This is an optimization exercise on Yosys and OpenROAD, whose aim is small area, not a production implementation. RTL that was checked went through simulation tests only; none was proved equivalent to the original. For runs 1 and 2, only the layout was checked, not whether the RTL still works. The flow treats the clock pin as an ideal source, which a real chip does not have. Power figures rest on the tool's default switching activity, not on a simulated workload.

`design/flow/design.v`:
```
module top_ep4ce6 (
                input wire resetn,
                input wire clk50m,
                input wire uart_rx,
                input wire [3:0] sw,
                output wire uart_tx,
                output wire beep_o,
                output wire [4:0] led,
                output wire [7:0] seg7,
                output wire [3:0] seg_cs );
    reg [22:0] c;
    always @(posedge clk50m or negedge resetn)
        if (!resetn) c <= 23'd0;
        else         c <= c + 1'b1;
    reg [7:0] seg;
    always @(*)
        case (c[22:19])
            4'h0 : seg = 8'hc0;
            4'h1 : seg = 8'hf9;
            4'h2 : seg = 8'ha4;
            4'h3 : seg = 8'hb0;
            4'h4 : seg = 8'h99;
            4'h5 : seg = 8'h92;
            4'h6 : seg = 8'h82;
            4'h7 : seg = 8'hf8;
            4'h8 : seg = 8'h80;
            4'h9 : seg = 8'h90;
            4'ha : seg = 8'h88;
            4'hb : seg = 8'h83;
            4'hc : seg = 8'hc6;
            4'hd : seg = 8'ha1;
            4'he : seg = 8'h86;
            4'hf : seg = 8'h8e;
        endcase
    assign seg7   = seg;
    assign seg_cs = 4'b0000;
    assign beep_o = sw[0] & ~(c[7] & c[18] & c[21]);
    reg [18:0] lc;
    reg        ledr;
    wire       lhit = (lc == 19'd239229);
    always @(posedge clk50m or negedge resetn)
        if (!resetn) begin
            lc   <= 19'd478459;
            ledr <= 1'b0;
        end else begin
            lc   <= {lc[17:0], ~(lc[18] ^ lc[17] ^ lc[16] ^ lc[13]) ^ lhit};
            ledr <= ledr ^ lhit;
        end
    assign led = {1'b0, {4{ledr}}};
    localparam [12:0] PM = 13'b1010101010101;
    reg rx0, rx1, rx2, rx3;
    always @(posedge clk50m or negedge resetn)
        if (!resetn) {rx2, rx1, rx0} <= 3'b000;
        else         {rx2, rx1, rx0} <= {rx1, rx0, uart_rx};
    always @(posedge clk50m)
        rx3 <= rx2;
    wire neg_rx = rx3 & rx2 & ~rx1 & ~rx0;
    reg  [12:0] tr;
    wire [12:0] sr = tr ^ PM;
    reg         rx_int;
    wire        clk_bps_r = (sr == 13'd2666);
    always @(posedge clk50m)
        tr <= ((rx_int && sr != 13'd4586) ? {sr[11:0], ~(sr[12] ^ sr[11] ^ sr[10] ^ sr[7])} : 13'd0) ^ PM;
    reg [3:0] n_rs;                  
    wire [3:0] n_r = n_rs ^ 4'd7;
    reg [7:0] rx_sh;
    wire      r_end  = (n_r == 4'd2);
    wire      r_post = (n_r >= 4'd3) && (n_r <= 4'd6);
    always @(posedge clk50m or negedge resetn)
        if (!resetn)          rx_int <= 1'b0;
        else if (neg_rx)      rx_int <= 1'b1;
        else if (r_end)       rx_int <= 1'b0;
    always @(posedge clk50m or negedge resetn)
        if (!resetn) n_rs <= 4'd0;
        else if ((rx_int && clk_bps_r) || r_post || (r_end && !neg_rx)) n_rs <= (n_r + 1'b1) ^ 4'd7;
        else if (r_end) n_rs <= 4'd0;
    always @(posedge clk50m)
        if (rx_int && clk_bps_r && n_r[3]) rx_sh <= {uart_rx, rx_sh[7:1]};
    wire load = (n_r == 4'd5);
    reg  [12:0] tt;
    wire [12:0] st = tt ^ PM;
    reg  [3:0]  n_ts;                
    wire [3:0]  n_t = n_ts ^ 4'd6;
    wire        tx_en = (n_t != 4'd6);
    wire        clk_bps_t = (st == 13'd2666);
    always @(posedge clk50m)
        tt <= ((tx_en && st != 13'd4586) ? {st[11:0], ~(st[12] ^ st[11] ^ st[10] ^ st[7])} : 13'd0) ^ PM;
    reg [7:0] tx_data;
    reg       tx_r;
    wire      t_end = (n_t == 4'd2);
    always @(posedge clk50m)
        if (load) tx_data <= rx_sh;
    always @(posedge clk50m or negedge resetn)
        if (!resetn) begin
            n_ts <= 4'd0;
            tx_r <= 1'b1;
        end else begin
            if (tx_en && clk_bps_t) begin
                n_ts <= (n_t + 1'b1) ^ 4'd6;
                tx_r <= n_t[3] ? tx_data[n_t[2:0]] : ~(n_t == 4'd7);
            end else if (load && (!tx_en || t_end)) n_ts <= 4'd1;
            else if (t_end) n_ts <= 4'd0;
        end
    assign uart_tx = tx_r;
endmodule
```
`design/flow/flow/run.sh`:
```
#!/bin/bash
# Layout flow: the standard ORFS flow (standard.sh), with two changes to
# how the gates are made, none to the registers:
#  - synthesis maps the logic with an area-oriented ABC script (flow/area.abc)
#    and without the half-adder extraction (ADDER_MAP_FILE empty);
#  - CTS does not add dummy balancing loads, and after CTS each clock buffer
#    is downsized where the register clock pins keep a slew well below the
#    limit (flow/downsize_clock.tcl);
#  - the ports get the smallest buffer (buf_1) instead of a delay buffer;
#  - the constant outputs share synthesis's single tie-low/tie-high cell
#    (SKIP_REPAIR_TIE_FANOUT).
# Each tool's output goes to a log file in this folder.
set -euo pipefail
here=$(pwd)
abc_script="$here/flow/area.abc"

# Synthesis script: synth_recipe.tcl with the ABC call redirected to area.abc.
{
  echo "proc abc {args} {"
  echo "  set i [lsearch -exact \$args -script]"
  echo "  if {\$i >= 0} { set args [lreplace \$args \$i [expr {\$i + 1}]] }"
  echo "  set i [lsearch -exact \$args -D]"
  echo "  if {\$i >= 0} { set args [lreplace \$args \$i [expr {\$i + 1}]] }"
  echo "  yosys abc -script $abc_script -D 20000 {*}\$args"
  echo "}"
  cat synth_recipe.tcl
} > area_synth.tcl

sed -e "s#SYNTH_SCRIPT=[^ ]*synth_recipe.tcl#SYNTH_SCRIPT=$here/area_synth.tcl ADDER_MAP_FILE=#" standard.sh > area_standard.sh
grep -q "area_synth.tcl ADDER_MAP_FILE=" area_standard.sh

export CTS_ARGS="-sink_clustering_enable -repair_clock_nets -dont_use_dummy_load"
export BUFFER_PORTS_ARGS="-buffer_cell sky130_fd_sc_hd__buf_1"
export POST_CTS_TCL="$here/flow/downsize_clock.tcl"
export SKIP_REPAIR_TIE_FANOUT=1
bash area_standard.sh finish > orfs_flow.log 2>&1
```
`design/flow/flow/area.abc`:
```
strash
dc2
strash
&get -n
&dch -f
&nf -R 1000
&put
strash
&get -n
&dch -f
&nf -R 1000
&put
```
`design/flow/flow/downsize_clock.tcl`:
```
# POST_CTS hook: try a smaller cell for each clock buffer CTS placed and keep
# it only if every register clock pin still sees a slew below the limit
# (placement parasitics, with a margin for the routed layout).
set clk_slew_limit 0.118
proc clk_max_slew {} {
  estimate_parasitics -placement
  set mx 0
  foreach p [get_pins -hierarchical */CLK] {
    set s [get_property $p slew_max]
    if {$s > $mx} { set mx $s }
  }
  return $mx
}
set db [ord::get_db]
set before [clk_max_slew]
puts "downsize_clock: max clock pin slew before [format %.4f $before]"
set bufs {}
foreach inst [[ord::get_db_block] getInsts] {
  set m [[$inst getMaster] getName]
  if {[string match "sky130_fd_sc_hd__clkbuf_*" $m] && [string match "clkbuf_*" [$inst getName]]} {
    lappend bufs $inst
  }
}
foreach inst $bufs {
  set orig [[$inst getMaster] getName]
  foreach smaller {sky130_fd_sc_hd__clkbuf_2 sky130_fd_sc_hd__clkbuf_4} {
    if {$smaller eq $orig} { break }
    $inst swapMaster [$db findMaster $smaller]
    set s [clk_max_slew]
    if {$s <= $clk_slew_limit} {
      puts "downsize_clock: [$inst getName] $orig -> $smaller (max slew [format %.4f $s])"
      break
    }
    $inst swapMaster [$db findMaster $orig]
  }
}
puts "downsize_clock: max clock pin slew after [format %.4f [clk_max_slew]]"
detailed_placement
```
`design/flow/standard.sh`:
```
#!/bin/bash
# synth_recipe.tcl (not shown) runs the flow's synth.tcl, then flattens the netlist and writes it again
# the make line also repeats each setting of config.mk as NAME=value (left out here)
make -C /OpenROAD-flow-scripts/flow DESIGN_CONFIG=/design/flow/config.mk WORK_HOME=/design/flow/orfs CLKGATE_MAP_FILE= SYNTH_SCRIPT=/design/flow/synth_recipe.tcl "${@:-finish}"
```
`design/flow/config.mk`:
```
export PLATFORM = sky130hd
export DESIGN_NAME = top_ep4ce6
export DESIGN_NICKNAME = top_ep4ce6
export VERILOG_FILES = /design/flow/design.v
export SDC_FILE = /design/flow/constraint.sdc
export NUM_CORES = 4
export LEC_CHECK = 0
export CAP_MARGIN = 20
export CORE_MARGIN = 2
export CORE_UTILIZATION = 40
export SLEW_MARGIN = 20
```
`design/flow/constraint.sdc`:
```
create_clock -name core_clock -period 20.0 [get_ports {clk50m}]
set_input_delay 4.0000 -clock core_clock [delete_from_list [all_inputs] [get_ports {clk50m}]]
set_output_delay 4.0000 -clock core_clock [all_outputs]
set_load 0.01 [all_outputs]
```
==> results of run 1 <==
sequential cells by signal, summed over array words and instances (netlist names):
signal   flops
c           23
lc          19
tr          13
tt          13
rx_sh        8
tx_data      8
n_rs         4
n_ts         4
ledr         1
rx0          1
rx1          1
rx2          1
rx3          1
rx_int       1
tx_r         1
final cells by class:
class | count | area [um^2] | share of cell area
Timing Repair Buffer | 17 | 68.8 | 0.0180
Inverter | 4 | 15.0 | 0.00392
Tap cell | 108 | 135 | 0.0353
Clock buffer | 9 | 96.3 | 0.0252
Sequential cell | 99 | 2440 | 0.638
Multi-Input combinational cell | 177 | 1070 | 0.280
metal layers:
layer  GRT usage  up-vias  share of wire
met4      0.0358        0          0.010
li1            -     1024              -
met2       0.181       27           0.46
met1       0.151      998           0.49
met3      0.0383        7          0.037
met5           0        -              0
metrics by stage:
step | worst slack [ns] | total power, W | hold slack, ns | cell area [um^2]
6_report | 11.59 | 0.000382 | 0.361 | 3830
5_1_grt | 11.52 | 0.000407 | 0.362 | 3830
3_5_place_dp | 11.58 | 0.000302 | 0.357 | 3730
3_3_place_gp | 11.58 | 0.000301 | 0.354 | 3730
2_1_floorplan | 11.73 | 0.000288 | 0.347 | 3590
power groups by stage:
stage / clock, W / combinational, W / sequential, W
after floorplan: 0 / 0.0000391 / 0.000249
after global placement: 0 / 0.0000474 / 0.000253
after detailed placement: 0 / 0.0000485 / 0.000254
after global routing: 0.0000975 / 0.0000561 / 0.000253
final: 0.0000844 / 0.0000474 / 0.000250
synthesized netlist by cell type (7+ instances only):
| cell | instances | area share |
|---|---|---|
| dfrtp_1 | 42 | 0.29 |
| nor2_1 | 33 | 0.034 |
| nand2_1 | 31 | 0.032 |
| dfxtp_1 | 27 | 0.15 |
| edfxtp_1 | 16 | 0.13 |
| xor2_1 | 15 | 0.037 |
| dfstp_2 | 14 | 0.10 |
| xnor2_1 | 13 | 0.032 |
| a21oi_1 | 10 | 0.014 |
| buf_4 | 10 | 0.021 |
| o21ai_0 | 8 | 0.011 |
| and3_1 | 7 | 0.012 |
worst paths after layout:
check / startpoint / end / slack, ns / depth (start not counted)
min in group asynchronous: resetn / c[13] / 3.62 / 2
max: sw[0] / beep_o / 11.59 / 4
min: lc[5] / lc[6] / 0.36 / 0
max reg2reg: c[0] / c[22] / 16.91 / 11
max in group asynchronous: resetn / ledr / 15.93 / 2
min reg2reg: lc[5] / lc[6] / 0.36 / 0
placed cells by master, fill, tap and decap left out, drive strengths merged, types with 2 or more instances in the layout:
master and instances:
xor2 15, nor4 2, a21oi 10, buf 16, nand4b 4, and2 4
nor3 6, a31o 3, a31oi 3, mux4 2, dfxtp 27, nor2b 2
o21ai 8, nand4 6, and3 7, dfstp 14, nand2 31, clkinv 4
clkbuf 10, dfrtp 42, nand2b 3, nand3b 3, nor4b 3, edfxtp 16
nand3 5, xnor2 13, nor2 33, conb 2
logic make-up after synthesis:
family                    count (synthesis)  share of synthesized area
and+or+nand+nor                         113                      0.157
DFF                                      99                      0.679
AOI/OAI and AO/OA                        31                     0.0529
xor gates and xnor gates                 28                     0.0682
buffers and inverters                    14                     0.0251
muxes                                     3                     0.0157
other                                     2                    0.00209
==> flow_summary_export.csv, run 1 <==
group,metric,value,unit
pwr,sw_frac_of_total,0.255,
drt,drc,0,
floorplan,num_rows,34,
min_path,hp-class,"flip-flop to flip-flop",
critical_path,path_cells,"buf_1 > clkinv_1 > a31oi_1 > buf_1",
logic_synthesis,synth_flop_cell,"dfrtp_1",
layout,diodes,0,
sta,clock_skew,0.0262,ns
floorplan,core_area,8720,um^2
critical_path,crit_fanout,1,
grt,overflow,0,
sta,hold_violations,0,
drt,num_vias,2056,
sta,fmax,119,MHz
pwr,seqPwrFrac,0.655,
grt,grtUsageTotal,0.115,
layout,drive_gt1_frac,0.0915,
critical_path,worst_setup_path_start_kind,"input port",
logic_synthesis,synthArstFlopShare,0.566,
run_status,outcome,"complete, no violations",
floorplan,die_w,98.8,um
floorplan,die_area,9760,um^2
critical_path,cpMaxStageDelayCell,"buf_1",
critical_path,crit_type,"input port to primary output",
layout,areaGrowthSynthToFinish,6.44,%
floorplan,num_io_pins,26,
clock_network,cts_tree,"yes",
logic_synthesis,synth_area_per_cell,12.4,um^2
place,io_buffers,16,
critical_path,critPathBufInv,3,
critical_path,end_kind,"primary output",
logic_synthesis,ys_types,39,
logic_synthesis,synth-edff-count,16,
pwr,p_per_area,99.7,nW/um^2
layout,fin_cells,414,
clock_network,clock_latency,0.50,ns
critical_path,cp_data_required_time,16.00,ns
clock_network,clk_pin_slew,0.09,ns
critical_path,cpPeakStageDelay,0.17,ns
logic_synthesis,syn_inst,290,
pwr,vdd_drop_max,55.2,uV
grt,grt_pass1_vias,2063,
grt,grt_max_degree,57,
layout,utilization,0.439,
sta,fin_crit_sh,0.421,
sta,max_slew_margin,0.365,
place,dpl.hpwl,3320,um
logic_synthesis,syn_nets,297,
drt,detail-route-antenna-nets,0,
sta,worst_pin_slew,0.950,ns
critical_path,cpLargestDelayFamily,"buffers and inverters",
drt,first_pass_iters,4,
floorplan,initial_core_util,0.412,
logic_synthesis,synth-seq-cells,99,
grt,antenna_found_initial,0,
logic_synthesis,ys_warn_count,1,
pwr,p_clk_frac,0.221,
sta,setup_violations,0,
job,maxCapViolations,0,
logic_synthesis,ys_seq_area_frac,0.679,
floorplan,die-height,98.8,um
pwr,leakagePower,1.58,nW
sta,rsz0062_at_grt,"false",
pwr,power_frac_comb,0.124,
layout,final_nets,315,
sta,setup_tns,0,ns
pwr,p_sw,0.0000973,W
place,dp.cells,405,
sta,period_needed,8.41,ns
grt,grt_pass1_wl,9100,um
layout,n_fill_cell,824,
drt,dr.first_iter.drc_count,103,
clock_network,clock-sinks,99,
place,place_congestion,0.852,
critical_path,crit_top_cell,"buf_1",
drt,avgRoutedWirePerCell,12.1,um
critical_path,crit_arrival,4.41,ns
logic_synthesis,synthesis.area,3590,um^2
sta,slew_violations,0,
drt,via_per_inst,4.97,
drt,drt_wl_total,4990,um
pwr,power.internal,0.000284,W
==> inputs of run 2 (changes only) <==
--- a/design/flow/config.mk
+++ b/design/flow/config.mk
@@ -8,4 +8,5 @@
 export CAP_MARGIN = 20
 export CORE_MARGIN = 2
-export CORE_UTILIZATION = 40
+export CORE_UTILIZATION = 70
+export PLACE_DENSITY = 0.8
 export SLEW_MARGIN = 20
==> flow_summary_export.csv, run 2 <==
group,metric,value,unit
run_status,outcome,"complete, no violations",
sta,fin_ws,11.59,ns
layout,layout_commonest_cell,"dfrtp_1",
grt,overflow,0,
layout,top_register,"c",
logic_synthesis,ys_seq_area_frac,0.679,
clock_network,clk_pin_slew,0.10,ns
place,pre_cts_slack,11.59,ns
logic_synthesis,synthArstFlopShare,0.566,
floorplan,die_w,75.7,um
sta,max_slew_margin,0.377,
layout,top_regs,"c (23), lc (19)",
sta,setup_tns,0,ns
critical_path,crit_arrival,4.41,ns
logic_synthesis,synth.top_cell.area_share,0.292,
drt,avgRoutedWirePerCell,14.1,um
place,dp.cells,367,
pwr,sw_frac_of_total,0.259,
critical_path,cpMaxStageDelayCell,"buf_1",
logic_synthesis,synth_flop_cell,"dfrtp_1",
layout,final_nets,315,
critical_path,r2r_end,"c[22]",
place,io_buffers,16,
pwr,seqPwrFrac,0.658,
min_path,hold_end,"lc[11]",
grt,grt_pass1_wl,8660,um
critical_path,rr_worst_depth,11,
critical_path,reg2reg_slack,16.91,ns
pwr,p_per_area,101,nW/um^2
drt,drc,0,
min_path,hold_depth,0,
critical_path,path_cells,"buf_1 > clkinv_1 > a31oi_1 > buf_1",
layout,largest_reg_flops,23,
pwr,power.internal,0.000282,W
grt,grt_max_degree,31,
critical_path,cpLargestDelayFamily,"buffers and inverters",
logic_synthesis,ys_types,39,
logic_synthesis,ys_warn_count,1,
logic_synthesis,syn_inst,290,
sta,fin_crit_sh,0.420,
floorplan,die-height,75.7,um
grt,grt_pass1_vias,1968,
logic_synthesis,synth_top_cell_by_area,"dfrtp_1",
logic_synthesis,synth_area_per_cell,12.4,um^2
clock_network,clock-sinks,99,
sta,fmax,119,MHz
critical_path,crit_fanout,1,
place,dpl.hpwl,3660,um
pwr,vdd_drop_max,82.6,uV
clock_network,cts_tree,"yes",
sta,worst_pin_slew,0.932,ns
logic_synthesis,synth-edff-count,16,
critical_path,critPathBufInv,3,
floorplan,core_area,5040,um^2
logic_synthesis,synth_top_cells_by_area,"dfrtp_1 (29%), dfxtp_1 (15%), edfxtp_1 (13%)",
logic_synthesis,synth-seq-cells,99,
layout,areaGrowthSynthToFinish,4.94,%
sta,hold_violations,0,
logic_synthesis,synth_common_cells,"dfrtp_1 (42), nor2_1 (33), nand2_1 (31), dfxtp_1 (27), edfxtp_1 (16)",
layout,layout.cells.most_common_list,"dfrtp_1 (42), nor2_1 (33), nand2_1 (31)",
grt,grtUsageTotal,0.210,
critical_path,worst_setup_path_start_kind,"input port",
critical_path,cp_data_required_time,16.00,ns
critical_path,rr_startpoint,"c[0]",
drt,num_vias,2111,
critical_path,end_kind,"primary output",
pwr,p_clk_frac,0.217,
logic_synthesis,syn_nets,297,
job,maxCapViolations,0,
layout,diodes,0,
floorplan,die_area,5720,um^2
drt,dr.first_iter.drc_count,75,
drt,detail-route-antenna-nets,0,
drt,via_per_inst,5.61,
pwr,power_frac_comb,0.125,
layout,fin_cells,376,
layout,drive_gt1_frac,0.0915,
drt,first_pass_iters,4,
drt,drt_wl_total,5320,um
critical_path,crit_type,"input port to primary output",
min_path,hp-class,"flip-flop to flip-flop",
critical_path,crit_top_cell,"buf_1",
sta,slew_violations,0,
floorplan,num_rows,26,
critical_path,cpPeakStageDelay,0.16,ns
pwr,p_sw,0.0000988,W
logic_synthesis,synthesis.area,3590,um^2
sta,clock_skew,0.0358,ns
place,place_congestion,0.708,
pwr,leakagePower,1.58,nW
floorplan,num_io_pins,26,
floorplan,initial_core_util,0.713,
grt,antenna_found_initial,0,
logic_synthesis,yosysMostFrequentCell,"dfrtp_1",
sta,period_needed,8.41,ns
clock_network,clock_latency,0.51,ns
sta,rsz0062_at_grt,"false",
min_path,hp-start,"lc[10]",
sta,setup_violations,0,
==> run 2: cell count changes in the layout (fill, tap and decap cells not counted) <==
| cell | before | now |
|---|---|---|
| clkbuf_4 | 3 | 4 |
| clkbuf_8 | 5 | 4 |
==> run 2: worst max-delay path by stage <==
stage | depth (start not counted) | endpoint | from | slack, ns
floorplan | 2 | beep_o | sw[0] | 11.73
finish | 4 | beep_o | sw[0] | 11.59
global route | 4 | beep_o | sw[0] | 11.46
detailed placement | 4 | beep_o | sw[0] | 11.59
global placement | 4 | beep_o | sw[0] | 11.59
==> run 2: kinds of logic after synthesis <==
logic type,Yosys count,synth area share
compound gates,31,0.0529
xor+xnor,28,0.0682
buf+inv,14,0.0251
flops,99,0.679
mux,3,0.0157
other cells,2,0.00209
simple gates,113,0.157
==> run 2: cell type report <==
type                            instances  area, um^2
Sequential cell                        99        2440
Fill cell                             356        1270
Clock buffer                            9        90.1
Timing Repair Buffer                   17        68.8
Tap cell                               70        87.6
Multi-Input combinational cell        177        1070
Inverter                                4        15.0
==> run 2: metal layers <==
| layer | up-vias | global-route usage | wire length [um] |
|---|---|---|---|
| li1 | 1023 | - | - |
| met1 | 1043 | 0.264 | 2440 |
| met2 | 31 | 0.327 | 2590 |
| met3 | 14 | 0.0820 | 162 |
| met4 | 0 | 0.0916 | 120 |
| met5 | - | 0 | 0 |
==> run 2: power by group through the flow <==
stage / Clock [W] / Sequential [W] / Combinational, W
floorplan: 0 / 0.000249 / 0.0000391
detailed placement: 0 / 0.000255 / 0.0000487
global placement: 0 / 0.000253 / 0.0000462
finish: 0.0000825 / 0.000251 / 0.0000478
global route: 0.0000932 / 0.000254 / 0.0000556
==> run 2: per-stage QoR <==
step                hold WS, ns  area [um^2]   util  total power (W)
finish                    0.356         3770  0.748         0.000381
global placement          0.353         3680  0.730         0.000299
detailed placement        0.360         3680  0.730         0.000303
global route              0.357         3770  0.748         0.000403
floorplan                 0.347         3590      -         0.000288
==> inputs of run 3 (changes only) <==
--- a/design/flow/design.v
+++ b/design/flow/design.v
@@ -38,11 +38,11 @@
     reg [18:0] lc;
     reg        ledr;
-    wire       lhit = (lc == 19'd239229);
+    wire       lhit = ((lc & 19'd524287) == 19'd215888);
     always @(posedge clk50m or negedge resetn)
         if (!resetn) begin
-            lc   <= 19'd478459;
+            lc   <= 19'd431776;
             ledr <= 1'b0;
         end else begin
-            lc   <= {lc[17:0], ~(lc[18] ^ lc[17] ^ lc[16] ^ lc[13]) ^ lhit};
+            lc   <= {lc[17:0], ~(lc[18] ^ lc[17] ^ lc[14] ^ lc[12]) ^ lhit};
             ledr <= ledr ^ lhit;
         end
@@ -59,7 +59,7 @@
     wire [12:0] sr = tr ^ PM;
     reg         rx_int;
-    wire        clk_bps_r = (sr == 13'd2666);
+    wire        clk_bps_r = (sr == 13'd4474);
     always @(posedge clk50m)
-        tr <= ((rx_int && sr != 13'd4586) ? {sr[11:0], ~(sr[12] ^ sr[11] ^ sr[10] ^ sr[7])} : 13'd0) ^ PM;
+        tr <= ((rx_int && sr != 13'd7386) ? {sr[11:0], ~(sr[12] ^ sr[6] ^ sr[2] ^ sr[0])} : 13'd0) ^ PM;
     reg [3:0] n_rs;                  
     wire [3:0] n_r = n_rs ^ 4'd7;
@@ -83,7 +83,7 @@
     wire [3:0]  n_t = n_ts ^ 4'd6;
     wire        tx_en = (n_t != 4'd6);
-    wire        clk_bps_t = (st == 13'd2666);
+    wire        clk_bps_t = (st == 13'd4474);
     always @(posedge clk50m)
-        tt <= ((tx_en && st != 13'd4586) ? {st[11:0], ~(st[12] ^ st[11] ^ st[10] ^ st[7])} : 13'd0) ^ PM;
+        tt <= ((tx_en && st != 13'd7386) ? {st[11:0], ~(st[12] ^ st[6] ^ st[2] ^ st[0])} : 13'd0) ^ PM;
     reg [7:0] tx_data;
     reg       tx_r;
--- a/design/flow/flow/downsize_clock.tcl
+++ b/design/flow/flow/downsize_clock.tcl
@@ -2,5 +2,5 @@
 # it only if every register clock pin still sees a slew below the limit
 # (placement parasitics, with a margin for the routed layout).
-set clk_slew_limit 0.118
+set clk_slew_limit 0.112
 proc clk_max_slew {} {
   estimate_parasitics -placement
==> flow_summary_export.csv, run 3 <==
group,metric,value,unit
layout,multi_input_area,1060,um^2
layout,stdcell_area,3770,um^2
floorplan,die_w,75.5,um
drt,drc,0,
logic_synthesis,muxShareOfSynthArea,0.00280,
run_status,outcome,"complete, no violations",
logic_synthesis,yosys.area_share.simple,0.159,
floorplan,num_io_pins,26,
clock_network,clock-sinks,99,
critical_path,crit_start,"sw[0]",
layout,drive_gt1_frac,0.0669,
drt,num_vias,2113,
critical_path,cp_data_required_time,16.00,ns
pwr,vdd_drop_max,77.3,uV
logic_synthesis,yosysMostFrequentCell,"dfrtp_1",
logic_synthesis,synth_top_family_by_area,"simple AND/OR/NAND/NOR gates",
grt,grt_max_degree,57,
critical_path,crit_type,"input port to primary output",
logic_synthesis,synth_compound_area_frac,0.0584,
sta,setup_tns,0,ns
layout,layout_commonest_cell,"dfrtp_1",
sta,max_slew_margin,0.541,
floorplan,die-height,75.5,um
logic_synthesis,syn_nets,304,
pwr,power_frac_comb,0.150,
drt,first_pass_iters,4,
logic_synthesis,synth_flop_cell,"dfrtp_1",
pwr,power.internal,0.000285,W
clock_network,clock_latency,0.52,ns
drt,dr_wl_met2,2560,um
critical_path,rr_worst_depth,12,
logic_synthesis,synth_top_cells_by_area,"dfrtp_1 (33%), dfxtp_1 (15%), edfxtp_1 (13%)",
critical_path,endpoint,"beep_o",
sta,hold_violations,0,
logic_synthesis,synth_common_cells,"dfrtp_1 (47), nor2_1 (38), nand2_1 (37), dfxtp_1 (27), xor2_1 (18)",
drt,wl_met1,2330,um
sta,period_needed,8.41,ns
logic_synthesis,synthArstFlopShare,0.566,
sta,worst_pin_slew,0.681,ns
logic_synthesis,syn_inst,297,
floorplan,die_area,5700,um^2
logic_synthesis,synth-edff-count,16,
layout,layout.cells.most_common_list,"dfrtp_1 (47), nor2_1 (38), nand2_1 (37)",
floorplan,num_rows,26,
floorplan,core_area,5010,um^2
critical_path,r2r_end,"c[22]",
sta,slew_violations,0,
drt,top_layer_used,"met4",
sta,fin_crit_sh,0.420,
clock_network,clk_pin_slew,0.10,ns
pwr,seqPwrFrac,0.631,
clock_network,cts_tree,"yes",
pwr,p_per_area,104,nW/um^2
logic_synthesis,synthAdderAreaFrac,0,
layout,areaGrowthSynthToFinish,5.35,%
critical_path,crit_fanout,1,
pwr,sw_frac_of_total,0.268,
drt,dr.first_iter.drc_count,117,
pwr,leakagePower,1.53,nW
critical_path,worst_setup_path_start_kind,"input port",
pwr,p_sw,0.000105,W
place,place_congestion,0.756,
logic_synthesis,synth_xor_area_frac,0.0735,
min_path,hp-class,"flip-flop to flip-flop",
grt,grt_pass1_vias,1896,
grt,antenna_found_initial,0,
sta,fmax,119,MHz
critical_path,end_kind,"primary output",
sta,setup_violations,0,
layout,n_fill_cell,362,
layout,final_nets,323,
critical_path,rr_startpoint,"c[0]",
logic_synthesis,ys_warn_count,1,
pwr,p_clk_frac,0.219,
drt,wl_met3,169,um
logic_synthesis,synthesis.area,3580,um^2
place,io_buffers,16,
logic_synthesis,synth.top_cell.area_share,0.329,
place,dpl.hpwl,3570,um
logic_synthesis,ys_seq_area_frac,0.681,
layout,diodes,0,
drt,detail-route-antenna-nets,0,
grt,grtUsageTotal,0.196,
grt,overflow,0,
layout,top_regs,"c (23), lc (19)",
layout,top_register,"c",
pwr,total_power,0.000390,W
floorplan,initial_core_util,0.714,
job,maxCapViolations,0,
sta,rsz0062_at_grt,"false",
logic_synthesis,synth_area_per_cell,12.0,um^2
drt,drt_wl_total,5120,um
drt,avgRoutedWirePerCell,13.3,um
place,placed_cell_area,3660,um^2
logic_synthesis,ys_types,42,
layout,utilization,0.752,
sta,clock_skew,0.0270,ns
drt,via_per_inst,5.50,
layout,ff_latch_area,2430,um^2
critical_path,reg2reg_slack,16.86,ns
logic_synthesis,synth-seq-cells,99,
grt,grt_pass1_wl,8130,um
critical_path,crit_arrival,4.41,ns
layout,largest_reg_flops,23,
logic_synthesis,synth_top_cell_by_area,"dfrtp_1",
==> run 3: stage by stage <==
stage	setup WS, ns	instances	hold WS [ns]
floorplan	11.73	297	0.347
global placement	11.59	375	0.351
detailed placement	11.59	375	0.361
global route	11.53	384	0.350
finish	11.59	384	0.343
==> run 3: routing by layer <==
| metal | global-route usage | up-vias |
|---|---|---|
| met2 | 0.324 | 29 |
| met3 | 0.0728 | 8 |
| met5 | 0 | - |
| li1 | - | 1047 |
| met1 | 0.240 | 1029 |
| met4 | 0.0643 | 0 |
==> run 3: area by class of cell <==
class                   instances  share of cell area
inverters                       3             0.00299
multi-input cells             185               0.280
well taps                      70              0.0232
repair buffers                 18              0.0203
clock buffers                   9              0.0272
flip-flops and latches         99               0.646
==> run 3: cell families (layout without fill, tap and decap cells) <==
family	Yosys count	after routing
AND/OR/NAND/NOR	120	120
flip-flops	99	99
AO/OA/AOI/OAI	32	32
XOR/XNOR	30	30
buffers and inverters	13	30
other	2	2
multiplexers	1	1
==> run 3: worst min path at each step <==
stage                     startpoint      to  slack [ns]  cells past startpoint
after floorplan                  rx2     rx3        0.35                      0
after global placement           rx2     rx3        0.35                      0
after detailed placement         rx2     rx3        0.36                      0
after global routing           lc[9]  lc[10]        0.35                      0
final                          lc[9]  lc[10]        0.34                      0
==> run 3: critical path: stages <==
cell and delay (ns):
buf_1 0.07, clkinv_1 0.05, a31oi_1 0.12, buf_1 0.17
==> run 3: power groups by stage <==
stage	Combinational, W	Sequential [W]	Clock, W
final	0.0000587	0.000246	0.0000854
after global routing	0.0000664	0.000249	0.0000971
after detailed placement	0.0000592	0.000250	0
after global placement	0.0000558	0.000249	0
after floorplan	0.0000467	0.000246	0
==> inputs of run 4 (changes only) <==
--- a/design/flow/design.v
+++ b/design/flow/design.v
@@ -36,14 +36,14 @@
     assign seg_cs = 4'b0000;
     assign beep_o = sw[0] & ~(c[7] & c[18] & c[21]);
-    reg [18:0] lc;
+    reg [17:0] lc;
     reg        ledr;
-    wire       lhit = ((lc & 19'd524287) == 19'd215888);
+    wire       lhit = ((lc & 18'd262143) == 18'd134035);
     always @(posedge clk50m or negedge resetn)
         if (!resetn) begin
-            lc   <= 19'd431776;
+            lc   <= 18'd5927;
             ledr <= 1'b0;
         end else begin
-            lc   <= {lc[17:0], ~(lc[18] ^ lc[17] ^ lc[14] ^ lc[12]) ^ lhit};
-            ledr <= ledr ^ lhit;
+            lc   <= {lc[16:0], ~(lc[17] ^ lc[10]) ^ lhit};
+            ledr <= ledr ^ (lhit & c[0]);
         end
     assign led = {1'b0, {4{ledr}}};
@@ -59,7 +59,7 @@
     wire [12:0] sr = tr ^ PM;
     reg         rx_int;
-    wire        clk_bps_r = (sr == 13'd4474);
+    wire        clk_bps_r = (sr == 13'd1519);
     always @(posedge clk50m)
-        tr <= ((rx_int && sr != 13'd7386) ? {sr[11:0], ~(sr[12] ^ sr[6] ^ sr[2] ^ sr[0])} : 13'd0) ^ PM;
+        tr <= ((rx_int && sr != 13'd2255) ? {sr[11:0], ~(sr[12] ^ sr[9])} : 13'd0) ^ PM;
     reg [3:0] n_rs;                  
     wire [3:0] n_r = n_rs ^ 4'd7;
@@ -83,7 +83,7 @@
     wire [3:0]  n_t = n_ts ^ 4'd6;
     wire        tx_en = (n_t != 4'd6);
-    wire        clk_bps_t = (st == 13'd4474);
+    wire        clk_bps_t = (st == 13'd1519);
     always @(posedge clk50m)
-        tt <= ((tx_en && st != 13'd7386) ? {st[11:0], ~(st[12] ^ st[6] ^ st[2] ^ st[0])} : 13'd0) ^ PM;
+        tt <= ((tx_en && st != 13'd2255) ? {st[11:0], ~(st[12] ^ st[9])} : 13'd0) ^ PM;
     reg [7:0] tx_data;
     reg       tx_r;
--- a/design/flow/config.mk
+++ b/design/flow/config.mk
@@ -8,5 +8,5 @@
 export CAP_MARGIN = 20
 export CORE_MARGIN = 2
-export CORE_UTILIZATION = 70
-export PLACE_DENSITY = 0.8
+export CORE_UTILIZATION = 80
+export PLACE_DENSITY = 0.95
 export SLEW_MARGIN = 20
==> flow_summary_export.csv, run 4 <==
group,metric,value,unit
logic_synthesis,ys_warn_count,1,
floorplan,num_io_pins,26,
pwr,vdd_drop_max,91.0,uV
logic_synthesis,synth_common_cells,"dfrtp_1 (46), nand2_1 (35), nor2_1 (35), dfxtp_1 (27), edfxtp_1 (16)",
sta,setup_tns,0,ns
place,dp.cells,350,
layout,fin_cells,359,
logic_synthesis,synth_top_cell_by_area,"dfrtp_1",
grt,grt-busiest-layer,"met2",
sta,fin_crit_sh,0.424,
floorplan,num_rows,24,
critical_path,worst_setup_path_start_kind,"input port",
layout,n_fill_cell,221,
logic_synthesis,syn_nets,298,
sta,rsz0062_at_grt,"false",
layout,layout.cells.most_common_list,"dfrtp_1 (46), nand2_1 (35), nor2_1 (35)",
sta,clock_skew,0.0367,ns
logic_synthesis,synth-seq-cells,98,
sta,period_needed,8.47,ns
logic_synthesis,synthesis.area,3510,um^2
layout,top_regs,"c (23), lc (18)",
run_status,outcome,"complete, no violations",
critical_path,end_kind,"primary output",
sta,max_slew_margin,0.356,
critical_path,crit_type,"input port to primary output",
min_path,hold_end,"rx3",
grt,grtUsageTotal,0.266,
min_path,hp-start,"rx2",
logic_synthesis,yosysMostFrequentCell,"dfrtp_1",
clock_network,cts_tree,"yes",
logic_synthesis,synthArstFlopShare,0.561,
logic_synthesis,ys_types,38,
job,maxCapViolations,0,
drt,first_pass_iters,4,
critical_path,crit_fanout,1,
pwr,p_per_area,102,nW/um^2
sta,worst_pin_slew,0.963,ns
layout,final_nets,316,
drt,drt_wl_total,5900,um
layout,layout_commonest_cell,"dfrtp_1",
drt,dr.first_iter.drc_count,179,
critical_path,cp_data_required_time,16.00,ns
clock_network,clk_pin_slew,0.11,ns
floorplan,die-height,70.2,um
pwr,leakagePower,1.55,nW
clock_network,clock-sinks,98,
critical_path,r2r_end,"c[20]",
floorplan,die_w,70.2,um
clock_network,clock_latency,0.47,ns
layout,largest_reg_flops,23,
critical_path,rr_startpoint,"c[0]",
logic_synthesis,synth.top_cell.area_share,0.328,
drt,detail-route-antenna-nets,0,
logic_synthesis,ys_seq_area_frac,0.687,
layout,diodes,0,
grt,use_met3,0.0476,
place,io_buffers,16,
drt,drc,0,
layout,top_register,"c",
grt,grt_pass1_wl,10000,um
logic_synthesis,syn_inst,291,
floorplan,initial_core_util,0.817,
logic_synthesis,synth_top_cells_by_area,"dfrtp_1 (33%), dfxtp_1 (15%), edfxtp_1 (14%)",
min_path,hold_depth,0,
min_path,hp-class,"flip-flop to flip-flop",
logic_synthesis,synth_area_per_cell,12.1,um^2
drt,avgRoutedWirePerCell,16.4,um
critical_path,crit_arrival,4.47,ns
drt,num_vias,2163,
layout,drive_gt1_frac,0.0749,
logic_synthesis,synth_flop_cell,"dfrtp_1",
layout,areaGrowthSynthToFinish,4.42,%
critical_path,rr_worst_depth,11,
sta,slew_violations,0,
place,place_congestion,0.827,
critical_path,reg2reg_slack,16.62,ns
grt,grt_max_degree,56,
grt,grtUsageMet2,0.431,
logic_synthesis,synth-edff-count,16,
floorplan,core_area,4290,um^2
floorplan,die_area,4930,um^2
place,dpl.hpwl,3990,um
sta,setup_violations,0,
sta,fmax,118,MHz
grt,grt_pass1_vias,2204,
sta,hold_ws,0.363,ns
sta,hold_violations,0,
grt,overflow,0,
drt,via_per_inst,6.03,
grt,use_met1,0.353,
grt,antenna_found_initial,0,
[run 4: cell count changes after synthesis, sizes merged, moves of 3 or more]
cell and delta:
o21ai +3, clkinv +5, and2 -3, a21oi +4, and4 -3, nor2 -3, xor2 -3, xnor2 -6
[run 4: logic make-up after synthesis]
| group | Yosys count | synth area share |
|---|---|---|
| multiplexers | 3 | 0.0160 |
| flip-flops | 98 | 0.687 |
| other | 2 | 0.00214 |
| XOR/XNOR | 21 | 0.0524 |
| AO/OA/AOI/OAI | 32 | 0.0553 |
| AND/OR/NAND/NOR | 117 | 0.158 |
| buffers and inverters | 18 | 0.0300 |
[run 4: per-stage QoR]
| stage | worst slack, ns | total power [W] | util | area, um^2 |
|---|---|---|---|---|
| global placement | 11.59 | 0.000290 | 0.832 | 3570 |
| global route | 11.47 | 0.000392 | 0.853 | 3660 |
| finish | 11.53 | 0.000372 | 0.853 | 3660 |
| floorplan | 11.73 | 0.000279 | - | 3510 |
| detailed placement | 11.59 | 0.000295 | 0.832 | 3570 |
[run 4: how the worst max path moves through the flow]
stage | start | to | slack [ns] | depth (start not counted)
global placement | sw[0] | beep_o | 11.59 | 4
floorplan | sw[0] | beep_o | 11.73 | 2
finish | sw[0] | beep_o | 11.53 | 4
global route | sw[0] | beep_o | 11.47 | 4
detailed placement | sw[0] | beep_o | 11.59 | 4
[run 4: worst max-delay path: stages]
cell and delay (ns):
buf_1 0.07, clkinv_1 0.06, a31oi_1 0.16, buf_1 0.18
[run 4: final cells by class]
type                            count  area [um^2]  area share
Clock buffer                        9         90.1      0.0246
Sequential cell                    98         2410       0.657
Multi-Input combinational cell    175         1000       0.273
Timing Repair Buffer               17         68.8      0.0188
Tap cell                           52         65.1      0.0178
Inverter                            8         30.0     0.00820
[run 4: layer usage]
layer | up-vias | share of wire | wire (um)
met3 | 9 | 0.031 | 182
li1 | 1025 | - | -
met4 | 0 | 0.016 | 94
met2 | 57 | 0.52 | 3080
met5 | - | 0 | 0
met1 | 1072 | 0.43 | 2550
[run 4: power breakdown]
part | total (W) | switching, W | internal, W
logic | 0.0000511 | 0.0000301 | 0.0000210
clock network | 0.0000813 | 0.0000532 | 0.0000282
registers | 0.000240 | 0.0000173 | 0.000223
==> inputs of run 5 (changes only) <==
--- a/design/flow/config.mk
+++ b/design/flow/config.mk
@@ -8,5 +8,5 @@
 export CAP_MARGIN = 20
 export CORE_MARGIN = 2
-export CORE_UTILIZATION = 80
-export PLACE_DENSITY = 0.95
+export CORE_UTILIZATION = 70
+export PLACE_DENSITY = 0.8
 export SLEW_MARGIN = 20
==> flow_summary_export.csv, run 5 <==
group,metric,value,unit
place,dpl.hpwl,3400,um
logic_synthesis,synthArstFlopShare,0.561,
logic_synthesis,synth-edff-count,16,
pwr,total_power,0.000373,W
pwr,leakagePower,1.55,nW
critical_path,worst_setup_path_start_kind,"input port",
layout,multi_input_area,1000,um^2
pwr,vdd_drop_max,80.5,uV
place,pre_cts_slack,11.55,ns
logic_synthesis,synth_area_per_cell,12.1,um^2
sta,setup_tns,0,ns
drt,detail-route-antenna-nets,0,
sta,clock_skew,0.0296,ns
sta,fin_ws,11.55,ns
clock_network,cts_tree,"yes",
critical_path,cp_data_required_time,16.00,ns
logic_synthesis,synth_top_cells_by_area,"dfrtp_1 (33%), dfxtp_1 (15%), edfxtp_1 (14%)",
logic_synthesis,ys_types,38,
logic_synthesis,syn_nets,298,
sta,worst_pin_slew,0.903,ns
layout,drive_gt1_frac,0.0749,
clock_network,clk_pin_slew,0.11,ns
drt,drc,0,
logic_synthesis,ys_warn_count,1,
layout,final_nets,316,
sta,period_needed,8.45,ns
drt,dr.first_iter.drc_count,97,
layout,top_register,"c",
sta,slew_violations,0,
drt,drt_wl_total,4950,um
logic_synthesis,yosysMostFrequentCell,"dfrtp_1",
floorplan,num_rows,25,
layout,n_fill_cell,318,
sta,fmax,118,MHz
floorplan,core_area,4790,um^2
drt,via_per_inst,5.51,
critical_path,end_kind,"primary output",
logic_synthesis,ys_seq_area_frac,0.687,
layout,diodes,0,
critical_path,crit_type,"input port to primary output",
layout,areaGrowthSynthToFinish,5.14,%
clock_network,clock_latency,0.50,ns
logic_synthesis,synth.top_cell.area_share,0.328,
drt,avgRoutedWirePerCell,13.2,um
layout,layout.cells.most_common_list,"dfrtp_1 (46), nand2_1 (35), nor2_1 (35)",
critical_path,crit_fanout,1,
sta,setup_violations,0,
critical_path,crit_arrival,4.45,ns
sta,hold_violations,0,
floorplan,die-height,74.8,um
grt,grt_max_degree,56,
grt,grt_pass1_wl,8510,um
logic_synthesis,synth_common_cells,"dfrtp_1 (46), nand2_1 (35), nor2_1 (35), dfxtp_1 (27), edfxtp_1 (16)",
place,place_congestion,0.776,
layout,largest_reg_flops,23,
min_path,hp-class,"flip-flop to flip-flop",
logic_synthesis,synth-seq-cells,98,
floorplan,num_io_pins,26,
sta,max_slew_margin,0.396,
floorplan,initial_core_util,0.733,
logic_synthesis,synthesis.area,3510,um^2
layout,layout_commonest_cell,"dfrtp_1",
run_status,outcome,"complete, no violations",
drt,num_vias,2061,
sta,fin_crit_sh,0.422,
grt,grtUsageTotal,0.208,
logic_synthesis,synth_top_cell_by_area,"dfrtp_1",
clock_network,clock-sinks,98,
floorplan,die_area,5590,um^2
grt,antenna_found_initial,0,
place,io_buffers,16,
job,maxCapViolations,0,
logic_synthesis,syn_inst,291,
floorplan,die_w,74.8,um
pwr,p_per_area,101,nW/um^2
grt,grt_pass1_vias,1971,
sta,rsz0062_at_grt,"false",
layout,ff_latch_area,2410,um^2
logic_synthesis,synth_flop_cell,"dfrtp_1",
drt,first_pass_iters,4,
grt,overflow,0,
layout,top_regs,"c (23), lc (18)",
run 5: critical path, stage by stage:
cell      delay (ns)
buf_1           0.08
clkinv_1        0.06
a31oi_1         0.14
buf_1           0.17
run 5: layout make-up:
| cell class | count | share of cell area |
|---|---|---|
| Clock buffer | 9 | 0.0261 |
| Inverter | 8 | 0.00814 |
| Sequential cell | 98 | 0.653 |
| Tap cell | 67 | 0.0227 |
| Multi-Input combinational cell | 175 | 0.271 |
| Timing Repair Buffer | 17 | 0.0187 |
run 5: cell families after synthesis:
group / share of synthesized area
multiplexers: 0.0160
flip-flops: 0.687
buffers and inverters: 0.0300
AO/OA/AOI/OAI: 0.0553
AND/OR/NAND/NOR: 0.158
other: 0.00214
XOR/XNOR: 0.0524
run 5: where the power goes:
group | total (W) | switching (W) | internal, W
registers | 0.000239 | 0.0000168 | 0.000223
logic | 0.0000507 | 0.0000296 | 0.0000210
clock network | 0.0000832 | 0.0000530 | 0.0000302
run 5: per-layer routing:
| layer | global-route usage | vias to the layer above | share of wire |
|---|---|---|---|
| met5 | 0 | - | 0 |
| met2 | 0.319 | 40 | 0.47 |
| li1 | - | 1026 | - |
| met1 | 0.276 | 991 | 0.48 |
| met4 | 0.0675 | 0 | 0.0075 |
| met3 | 0.0830 | 4 | 0.041 |
run 5: worst paths after layout:
check                        from  endpoint  slack [ns]  cells after the start
max                         sw[0]    beep_o       11.55                      4
min                         lc[9]    lc[10]        0.34                      0
max reg2reg                  c[0]     c[20]       16.92                     11
min reg2reg                 lc[9]    lc[10]        0.34                      0
max in group asynchronous  resetn     c[15]       15.92                      2
min in group asynchronous  resetn   n_rs[1]        3.62                      2
run 5: stage by stage:
step	instance area [um^2]	hold slack (ns)	utilization	std cells
finish	3690	0.342	0.771	374
global route	3690	0.349	0.771	374
detailed placement	3590	0.358	0.751	365
global placement	3590	0.351	0.751	365
floorplan	3510	0.345	-	291
==> inputs of run 6 (changes only) <==
--- a/design/flow/config.mk
+++ b/design/flow/config.mk
@@ -6,7 +6,7 @@
 export NUM_CORES = 4
 export LEC_CHECK = 0
-export CAP_MARGIN = 20
+export CAP_MARGIN = 5
 export CORE_MARGIN = 2
 export CORE_UTILIZATION = 70
 export PLACE_DENSITY = 0.8
-export SLEW_MARGIN = 20
+export SLEW_MARGIN = 5
==> flow_summary_export.csv, run 6 <==
group,metric,value,unit
grt,grt_max_degree,56,
logic_synthesis,ys_types,38,
layout,layout_commonest_cell,"dfrtp_1",
layout,fin_cells,374,
critical_path,cp_data_required_time,16.00,ns
critical_path,end_kind,"primary output",
floorplan,num_rows,25,
clock_network,clk_pin_slew,0.11,ns
sta,period_needed,8.45,ns
place,dpl.hpwl,3400,um
logic_synthesis,synthArstFlopShare,0.561,
drt,num_vias,2061,
logic_synthesis,ys_seq_area_frac,0.687,
layout,layout.cells.most_common_list,"dfrtp_1 (46), nand2_1 (35), nor2_1 (35)",
grt,antenna_found_initial,0,
place,dp.cells,365,
layout,diodes,0,
logic_synthesis,synth_common_cells,"dfrtp_1 (46), nand2_1 (35), nor2_1 (35), dfxtp_1 (27), edfxtp_1 (16)",
pwr,leakagePower,1.55,nW
grt,overflow,0,
logic_synthesis,syn_inst,291,
logic_synthesis,synth-edff-count,16,
min_path,hp-class,"flip-flop to flip-flop",
drt,avgRoutedWirePerCell,13.2,um
layout,final_nets,316,
logic_synthesis,synth-seq-cells,98,
floorplan,initial_core_util,0.733,
critical_path,crit_fanout,1,
grt,grt_pass1_vias,1971,
sta,max_slew_margin,0.396,
floorplan,die_w,74.8,um
logic_synthesis,synth_flop_cell,"dfrtp_1",
clock_network,clock-sinks,98,
floorplan,die-height,74.8,um
job,maxCapViolations,0,
logic_synthesis,ys_warn_count,1,
grt,grt_pass1_wl,8510,um
logic_synthesis,synthesis.area,3510,um^2
critical_path,worst_setup_path_start_kind,"input port",
pwr,vdd_drop_max,80.5,uV
sta,slew_violations,0,
layout,top_regs,"c (23), lc (18)",
sta,hold_violations,0,
drt,via_per_inst,5.51,
layout,areaGrowthSynthToFinish,5.14,%
floorplan,die_area,5590,um^2
layout,top_register,"c",
logic_synthesis,synth.top_cell.area_share,0.328,
sta,worst_pin_slew,0.903,ns
sta,fin_crit_sh,0.422,
logic_synthesis,yosysMostFrequentCell,"dfrtp_1",
sta,clock_skew,0.0296,ns
layout,drive_gt1_frac,0.0749,
clock_network,clock_latency,0.50,ns
floorplan,core_area,4790,um^2
layout,largest_reg_flops,23,
critical_path,crit_arrival,4.45,ns
sta,setup_violations,0,
drt,dr.first_iter.drc_count,97,
layout,n_fill_cell,318,
drt,first_pass_iters,4,
sta,setup_tns,0,ns
drt,drc,0,
sta,rsz0062_at_grt,"false",
drt,drt_wl_total,4950,um
logic_synthesis,syn_nets,298,
floorplan,num_io_pins,26,
logic_synthesis,synth_top_cells_by_area,"dfrtp_1 (33%), dfxtp_1 (15%), edfxtp_1 (14%)",
logic_synthesis,synth_top_cell_by_area,"dfrtp_1",
critical_path,crit_type,"input port to primary output",
pwr,p_per_area,101,nW/um^2
run_status,outcome,"complete, no violations",
sta,fmax,118,MHz
logic_synthesis,synth_area_per_cell,12.1,um^2
place,io_buffers,16,
place,place_congestion,0.776,
grt,grtUsageTotal,0.208,
drt,detail-route-antenna-nets,0,
clock_network,cts_tree,"yes",
## run 6: final cells by class
class	count	area, um^2	area share
Timing Repair Buffer	17	68.8	0.0187
Tap cell	67	83.8	0.0227
Clock buffer	9	96.3	0.0261
Multi-Input combinational cell	175	1000	0.271
Inverter	8	30.0	0.00814
Sequential cell	98	2410	0.653
## run 6: cells by family (layout without fill, tap and decap cells)
group	count (synthesis)	after routing	synth area share
AO/OA/AOI/OAI	32	32	0.0553
XOR/XNOR	21	21	0.0524
buffers and inverters	18	34	0.0300
flip-flops	98	98	0.687
multiplexers	3	3	0.0160
other	2	2	0.00214
AND/OR/NAND/NOR	117	117	0.158
## run 6: stage by stage
| stage | hold slack [ns] | utilization | worst slack (ns) | area [um^2] | total power (W) |
|---|---|---|---|---|---|
| 2_1_floorplan | 0.345 | - | 11.73 | 3510 | 0.000279 |
| 3_3_place_gp | 0.351 | 0.751 | 11.59 | 3590 | 0.000291 |
| 3_5_place_dp | 0.358 | 0.751 | 11.55 | 3590 | 0.000294 |
| 5_1_grt | 0.349 | 0.771 | 11.53 | 3690 | 0.000396 |
| 6_report | 0.342 | 0.771 | 11.55 | 3690 | 0.000373 |
## run 6: worst paths after layout
path                        start      end  slack [ns]  cells past startpoint
hold / removal              lc[9]   lc[10]        0.34                      0
setup / recovery            sw[0]   beep_o       11.55                      4
hold reg to reg             lc[9]   lc[10]        0.34                      0
max in group asynchronous  resetn    c[15]       15.92                      2
setup reg to reg             c[0]    c[20]       16.92                     11
min in group asynchronous  resetn  n_rs[1]        3.62                      2
## run 6: critical path: stages
cell,delay [ns]
buf_1,0.08
clkinv_1,0.06
a31oi_1,0.14
buf_1,0.17
## run 6: layer usage
metal / vias up / global-route usage / share of wire
li1: 1026 / - / -
met1: 991 / 0.276 / 0.48
met2: 40 / 0.319 / 0.47
met3: 4 / 0.0830 / 0.041
met4: 0 / 0.0675 / 0.0075
met5: - / 0 / 0
## run 6: power breakdown
group / total [W] / internal (W) / switching [W]
clock network: 0.0000832 / 0.0000302 / 0.0000530
registers: 0.000239 / 0.000223 / 0.0000168
logic: 0.0000507 / 0.0000210 / 0.0000296
total: 0.000373 / 0.000274 / 0.0000994
==> inputs of run 7 (changes only) <==
--- a/design/flow/design.v
+++ b/design/flow/design.v
@@ -59,7 +59,7 @@
     wire [12:0] sr = tr ^ PM;
     reg         rx_int;
-    wire        clk_bps_r = (sr == 13'd1519);
+    wire        clk_bps_r = (sr == 13'd1337);
     always @(posedge clk50m)
-        tr <= ((rx_int && sr != 13'd2255) ? {sr[11:0], ~(sr[12] ^ sr[9])} : 13'd0) ^ PM;
+        tr <= ((rx_int && sr != 13'd313) ? {sr[11:0], ~(sr[12] ^ sr[9])} : 13'd248) ^ PM;
     reg [3:0] n_rs;                  
     wire [3:0] n_r = n_rs ^ 4'd7;
@@ -83,7 +83,7 @@
     wire [3:0]  n_t = n_ts ^ 4'd6;
     wire        tx_en = (n_t != 4'd6);
-    wire        clk_bps_t = (st == 13'd1519);
+    wire        clk_bps_t = (st == 13'd1337);
     always @(posedge clk50m)
-        tt <= ((tx_en && st != 13'd2255) ? {st[11:0], ~(st[12] ^ st[9])} : 13'd0) ^ PM;
+        tt <= ((tx_en && st != 13'd313) ? {st[11:0], ~(st[12] ^ st[9])} : 13'd248) ^ PM;
     reg [7:0] tx_data;
     reg       tx_r;
--- a/design/flow/config.mk
+++ b/design/flow/config.mk
@@ -6,7 +6,7 @@
 export NUM_CORES = 4
 export LEC_CHECK = 0
-export CAP_MARGIN = 5
+export CAP_MARGIN = 20
 export CORE_MARGIN = 2
 export CORE_UTILIZATION = 70
 export PLACE_DENSITY = 0.8
-export SLEW_MARGIN = 5
+export SLEW_MARGIN = 20
==> flow_summary_export.csv, run 7 <==
group,metric,value,unit
run_status,outcome,"complete, no violations",
layout,multi_input_area,975,um^2
pwr,p_per_area,110,nW/um^2
drt,avgRoutedWirePerCell,12.6,um
min_path,hp-class,"flip-flop to flip-flop",
logic_synthesis,synthArstFlopShare,0.561,
sta,rsz0062_at_grt,"false",
logic_synthesis,synth_flop_cell,"dfrtp_1",
floorplan,initial_core_util,0.734,
logic_synthesis,synth.top_cell.area_share,0.330,
critical_path,path_cells,"buf_1 > clkinv_1 > a31oi_1 > buf_1",
pwr,leakagePower,1.55,nW
layout,layout_commonest_cell,"dfrtp_1",
floorplan,core_area,4750,um^2
critical_path,r2r_end,"c[22]",
sta,slew_violations,0,
critical_path,critPathBufInv,3,
logic_synthesis,synth_top_cells_by_area,"dfrtp_1 (33%), dfxtp_1 (15%), edfxtp_1 (14%)",
logic_synthesis,synth_common_cells,"dfrtp_1 (46), nand2_1 (36), nor2_1 (33), dfxtp_1 (27), edfxtp_1 (16)",
layout,ff_latch_area,2410,um^2
floorplan,num_rows,25,
layout,final_nets,318,
sta,period_needed,8.41,ns
pwr,p_sw,0.000109,W
critical_path,rr_startpoint,"c[0]",
grt,antenna_found_initial,0,
critical_path,end_kind,"primary output",
grt,grt_pass1_wl,8180,um
pwr,power.internal,0.000294,W
job,maxCapViolations,0,
layout,diodes,0,
pwr,vdd_drop_max,86.0,uV
clock_network,clk_pin_slew,0.10,ns
drt,num_vias,2049,
critical_path,crit_fanout,1,
floorplan,die-height,74.6,um
sta,fmax,119,MHz
logic_synthesis,ys_seq_area_frac,0.690,
place,io_buffers,16,
logic_synthesis,yosysMostFrequentCell,"dfrtp_1",
pwr,sw_frac_of_total,0.270,
clock_network,cts_tree,"yes",
grt,grt_max_degree,56,
grt,grtUsageTotal,0.202,
pwr,total_power,0.000402,W
floorplan,num_io_pins,26,
critical_path,rr_worst_depth,13,
layout,layout.cells.most_common_list,"dfrtp_1 (46), nand2_1 (36), nor2_1 (33)",
logic_synthesis,syn_nets,299,
drt,via_per_inst,5.45,
sta,worst_pin_slew,0.722,ns
sta,clock_skew,0.0287,ns
sta,max_slew_margin,0.519,
clock_network,clock-sinks,98,
layout,n_fill_cell,332,
drt,drc,0,
pwr,seqPwrFrac,0.639,
pwr,p_clk_frac,0.208,
floorplan,die_area,5560,um^2
critical_path,cpMaxStageDelayCell,"buf_1",
min_path,hp-start,"tr[7]",
layout,top_regs,"c (23), lc (18)",
min_path,hold_end,"tr[8]",
critical_path,crit_type,"input port to primary output",
grt,grt_pass1_vias,1919,
clock_network,clock_latency,0.54,ns
layout,drive_gt1_frac,0.0680,
drt,drt_wl_total,4750,um
logic_synthesis,synth-edff-count,16,
grt,overflow,0,
layout,largest_reg_flops,23,
place,dpl.hpwl,3180,um
sta,setup_tns,0,ns
critical_path,cpLargestDelayFamily,"buffers and inverters",
critical_path,cpPeakStageDelay,0.17,ns
drt,first_pass_iters,4,
logic_synthesis,syn_inst,292,
place,place_congestion,0.720,
sta,setup_violations,0,
logic_synthesis,synth_area_per_cell,11.9,um^2
sta,fin_crit_sh,0.421,
critical_path,reg2reg_slack,16.74,ns
layout,top_register,"c",
logic_synthesis,synth_top_cell_by_area,"dfrtp_1",
drt,dr.first_iter.drc_count,144,
logic_synthesis,ys_warn_count,1,
min_path,hold_depth,1,
critical_path,crit_arrival,4.41,ns
pwr,power_frac_comb,0.153,
layout,areaGrowthSynthToFinish,5.20,%
critical_path,cp_data_required_time,16.00,ns
logic_synthesis,ys_types,38,
drt,detail-route-antenna-nets,0,
sta,hold_violations,0,
critical_path,crit_top_cell,"buf_1",
floorplan,die_w,74.6,um
critical_path,worst_setup_path_start_kind,"input port",
logic_synthesis,synth-seq-cells,98,
logic_synthesis,synthesis.area,3490,um^2
run 7: per-layer routing:
layer  routed length [um]  GRT usage
met4                   69     0.0933
met3                  206     0.0745
met2                 2200      0.301
met1                 2270      0.267
met5                    0          0
run 7: how the worst max path moves through the flow:
stage,start,end,cells past startpoint
6_report,sw[0],beep_o,4
5_1_grt,sw[0],beep_o,4
3_5_place_dp,sw[0],beep_o,4
3_3_place_gp,sw[0],beep_o,4
2_1_floorplan,sw[0],beep_o,2
run 7: worst register-to-register path, cell delays in order (launching register included):
cell and delay [ns]:
dfrtp_1 0.42, and3_1 0.26, and3_1 0.25, and3_1 0.22
and2_0 0.24, and3_1 0.27, and3_1 0.26, nand3_1 0.14
nor2_1 0.21, nand2_1 0.12, nor2_1 0.27, nand3_1 0.20
nor2_1 0.19, xor2_1 0.15
run 7: final cells by class:
| type | count | area share |
|---|---|---|
| repair buffers | 18 | 0.0208 |
| flip-flops and latches | 98 | 0.656 |
| well taps | 67 | 0.0228 |
| multi-input cells | 176 | 0.266 |
| inverters | 8 | 0.00818 |
| clock buffers | 9 | 0.0263 |
run 7: kinds of logic (layout without fill, tap and decap cells):
group                  after synthesis  after routing  share of synthesized area
AND/OR/NAND/NOR                    113            113                      0.152
flip-flops                          98             98                      0.690
AO/OA/AOI/OAI                       38             38                     0.0671
XOR/XNOR                            22             22                     0.0552
buffers and inverters               18             35                     0.0301
other                                2              2                    0.00215
multiplexers                         1              1                    0.00287
run 7: power by group through the flow:
stage	Sequential (W)	Clock, W	Combinational (W)
floorplan	0.000256	0	0.0000490
global placement	0.000260	0	0.0000592
detailed placement	0.000261	0	0.0000621
global route	0.000261	0.0000945	0.0000702
finish	0.000257	0.0000838	0.0000617
run 7: through the flow:
step / worst slack (ns) / util / std cells / hold slack, ns / cell area [um^2]
2_1_floorplan: 11.73 / - / 292 / 0.345 / 3490
5_1_grt: 11.54 / 0.772 / 376 / 0.377 / 3670
6_report: 11.59 / 0.772 / 376 / 0.364 / 3670
3_3_place_gp: 11.58 / 0.752 / 367 / 0.351 / 3570
3_5_place_dp: 11.58 / 0.752 / 367 / 0.357 / 3570
==> inputs of run 8 (changes only) <==
==> design/flow/flow/area.abc (replaced) <==
strash
dc2
strash
&get -n
&dch -f
&nf -R 1000
&put
strash
&get -n
&dch -f
&nf -R 1000
&put
strash
&get -n
&dch -f
&nf -R 1000
&put
==> flow_summary_export.csv, run 8 <==
group,metric,value,unit
logic_synthesis,synth_flop_cell,"dfrtp_1",
logic_synthesis,synthArstFlopShare,0.561,
sta,setup_tns,0,ns
logic_synthesis,ys_types,37,
grt,antenna_found_initial,0,
layout,areaGrowthSynthToFinish,5.38,%
logic_synthesis,synth_common_cells,"dfrtp_1 (46), nand2_1 (30), nor2_1 (28), dfxtp_1 (27)",
place,dpl.hpwl,3130,um
logic_synthesis,ys_warn_count,1,
critical_path,cp_data_required_time,16.00,ns
sta,fin_ws,11.58,ns
logic_synthesis,ys_seq_area_frac,0.695,
min_path,hp-class,"flip-flop to flip-flop",
drt,via_per_inst,5.28,
floorplan,core_area,4750,um^2
drt,drt_wl_total,4620,um
layout,top_register,"c",
logic_synthesis,synth-seq-cells,98,
sta,period_needed,8.42,ns
critical_path,critPathBufInv,3,
logic_synthesis,yosys.area_share.simple,0.158,
clock_network,cts_tree,"yes",
floorplan,initial_core_util,0.729,
critical_path,crit_type,"input port to primary output",
logic_synthesis,syn_inst,284,
layout,final_nets,309,
drt,drc,0,
drt,num_vias,1938,
layout,drive_gt1_frac,0.0700,
sta,slew_violations,0,
layout,layout_commonest_cell,"dfrtp_1",
critical_path,crit_fanout,1,
sta,rsz0062_at_grt,"false",
sta,fin_crit_sh,0.421,
layout,diodes,0,
logic_synthesis,yosysMostFrequentCell,"dfrtp_1",
sta,clock_skew,0.0273,ns
grt,grt_max_degree,56,
floorplan,die_area,5530,um^2
floorplan,die_w,74.4,um
drt,avgRoutedWirePerCell,12.6,um
logic_synthesis,synth_area_per_cell,12.2,um^2
drt,detail-route-antenna-nets,0,
critical_path,end_kind,"primary output",
logic_synthesis,synth_compound_area_frac,0.0711,
floorplan,die-height,74.4,um
grt,overflow,0,
pwr,leakagePower,1.57,nW
logic_synthesis,synth_top_family_by_area,"simple AND/OR/NAND/NOR gates",
clock_network,clock-sinks,98,
critical_path,path_cells,"buf_1 > clkinv_1 > a31oi_1 > buf_1",
run_status,outcome,"complete, no violations",
job,maxCapViolations,0,
critical_path,cpPeakStageDelay,0.16,ns
clock_network,clk_pin_slew,0.10,ns
logic_synthesis,synthAdderAreaFrac,0,
sta,hold_violations,0,
layout,layout.cells.most_common_list,"dfrtp_1 (46), nand2_1 (30), nor2_1 (28)",
sta,max_slew_margin,0.388,
clock_network,clock_latency,0.50,ns
logic_synthesis,synthesis.area,3470,um^2
grt,grt_pass1_wl,7870,um
place,pre_cts_slack,11.59,ns
grt,grtUsageTotal,0.191,
logic_synthesis,synth.top_cell.area_share,0.332,
logic_synthesis,synth_top_cells_by_area,"dfrtp_1 (33%), dfxtp_1 (16%), edfxtp_1 (14%)",
logic_synthesis,synth_top_cell_by_area,"dfrtp_1",
floorplan,num_io_pins,26,
critical_path,crit_arrival,4.42,ns
layout,utilization,0.768,
logic_synthesis,synth_xor_area_frac,0.0480,
place,io_buffers,16,
drt,dr.first_iter.drc_count,125,
logic_synthesis,synth-edff-count,16,
critical_path,cpMaxStageDelayCell,"buf_1",
critical_path,worst_setup_path_start_kind,"input port",
pwr,p_per_area,110,nW/um^2
layout,largest_reg_flops,23,
place,place_congestion,0.751,
sta,worst_pin_slew,0.915,ns
logic_synthesis,muxShareOfSynthArea,0,
logic_synthesis,syn_nets,291,
pwr,vdd_drop_max,85.3,uV
critical_path,crit_top_cell,"buf_1",
layout,top_regs,"c (23), lc (18)",
sta,setup_violations,0,
sta,fmax,119,MHz
floorplan,num_rows,25,
drt,first_pass_iters,4,
critical_path,cpLargestDelayFamily,"buffers and inverters",
grt,grt_pass1_vias,1851,
## run 8: changes by cell type after synthesis, sizes merged, moves of 2 or more
cell / delta
nor2b: +8
nand2: -6
nor2: -5
and3: +4
clkinv: -4
xnor2: -3
a21boi: +2
nand3: -2
## run 8: cell families (layout without fill, tap and decap cells)
family	Yosys count	after routing
compound gates	40	40
flops	98	98
buf+inv	14	30
simple gates	111	111
other cells	2	2
xor+xnor	19	19
## run 8: path summary, 6_finish.rpt
path / end / slack, ns / startpoint / cells past startpoint
max in group asynchronous: c[13] / 15.95 / resetn / 2
setup reg to reg: c[22] / 16.45 / c[0] / 13
setup / recovery: beep_o / 11.58 / sw[0] / 4
hold / removal: lc[12] / 0.36 / lc[11] / 0
min in group asynchronous: n_ts[3] / 3.60 / resetn / 2
hold reg to reg: lc[12] / 0.36 / lc[11] / 0
## run 8: per-layer routing
layer,global-route usage,routed length (um)
met1,0.267,2330
met2,0.281,2080
met3,0.0583,136
met4,0.0853,74
met5,0,0
## run 8: metrics by stage
| step | area [um^2] | cells | hold WS, ns | total power, W |
|---|---|---|---|---|
| after floorplan | 3470 | 284 | 0.345 | 0.000305 |
| after global placement | 3550 | 358 | 0.350 | 0.000320 |
| after detailed placement | 3550 | 358 | 0.353 | 0.000323 |
| after global routing | 3650 | 367 | 0.360 | 0.000428 |
| final | 3650 | 367 | 0.359 | 0.000403 |
## run 8: power by group
group | switching, W | internal, W
Sequential | 0.0000220 | 0.000237
Clock | 0.0000534 | 0.0000322
Combinational | 0.0000302 | 0.0000282
## run 8: worst register-to-register path, cell delays in order (launching register included)
cell,delay [ns]
dfrtp_1,0.42
and3_1,0.25
and3_1,0.25
and3_1,0.22
and2_0,0.24
and3_1,0.27
and3_1,0.22
and2_0,0.26
and3_1,0.23
and2_0,0.24
and3_1,0.26
and3_1,0.25
nor2b_1,0.21
xor2_1,0.16
## run 8: final cells by class
type / instances / area [um^2]
fillers: 328 / 1100
inverters: 4 / 15.0
well taps: 67 / 83.8
multi-input cells: 172 / 973
clock buffers: 9 / 103
flip-flops and latches: 98 / 2410
repair buffers: 17 / 68.8

-- separate check: timing with driven ports --
The results above use ideal ports. As a check the final layouts listed here were re-extracted and re-timed, cells and wires unchanged.
Step 1 (the two cells are an assumption about what drives the block):
set clk [get_ports {clk50m}]
set_driving_cell -lib_cell sky130_fd_sc_hd__clkbuf_16 $clk
set_driving_cell -lib_cell sky130_fd_sc_hd__buf_2 [delete_from_list [all_inputs] $clk]
Step 2 moves the port delays by t, midway between the first and last clock arrival at a register: inputs arrive t later, outputs are due t later. That takes back most of the time a late clock gives input paths.
Three values: no drivers, after step 1, after step 2; two values: the first two.
| run | shift t [ns] | slack for setup (ns) | worst setup path after step 2 |
|---|---|---|---|
| run 1 | 0.510 | 11.585 / 11.563 / 11.563 | input to output |
| run 2 | 0.519 | 11.590 / 11.569 / 11.569 | input to output |
| run 3 | 0.526 | 11.590 / 11.567 / 11.567 | input to output |
| run 4 | 0.483 | 11.527 / 11.498 / 11.498 | input to output |
| run 5 | 0.506 | 11.552 / 11.529 / 11.529 | input to output |
| run 6 | 0.506 | 11.552 / 11.529 / 11.529 | input to output |
| run 7 | 0.548 | 11.586 / 11.563 / 11.563 | input to output |
| run 8 | 0.512 | 11.577 / 11.556 / 11.556 | input to output |
After both steps every run listed still meets setup and hold. For run 4, which loses most, drivers alone change the setup slack by -0.029 ns; drivers and shift together by -0.029 ns.
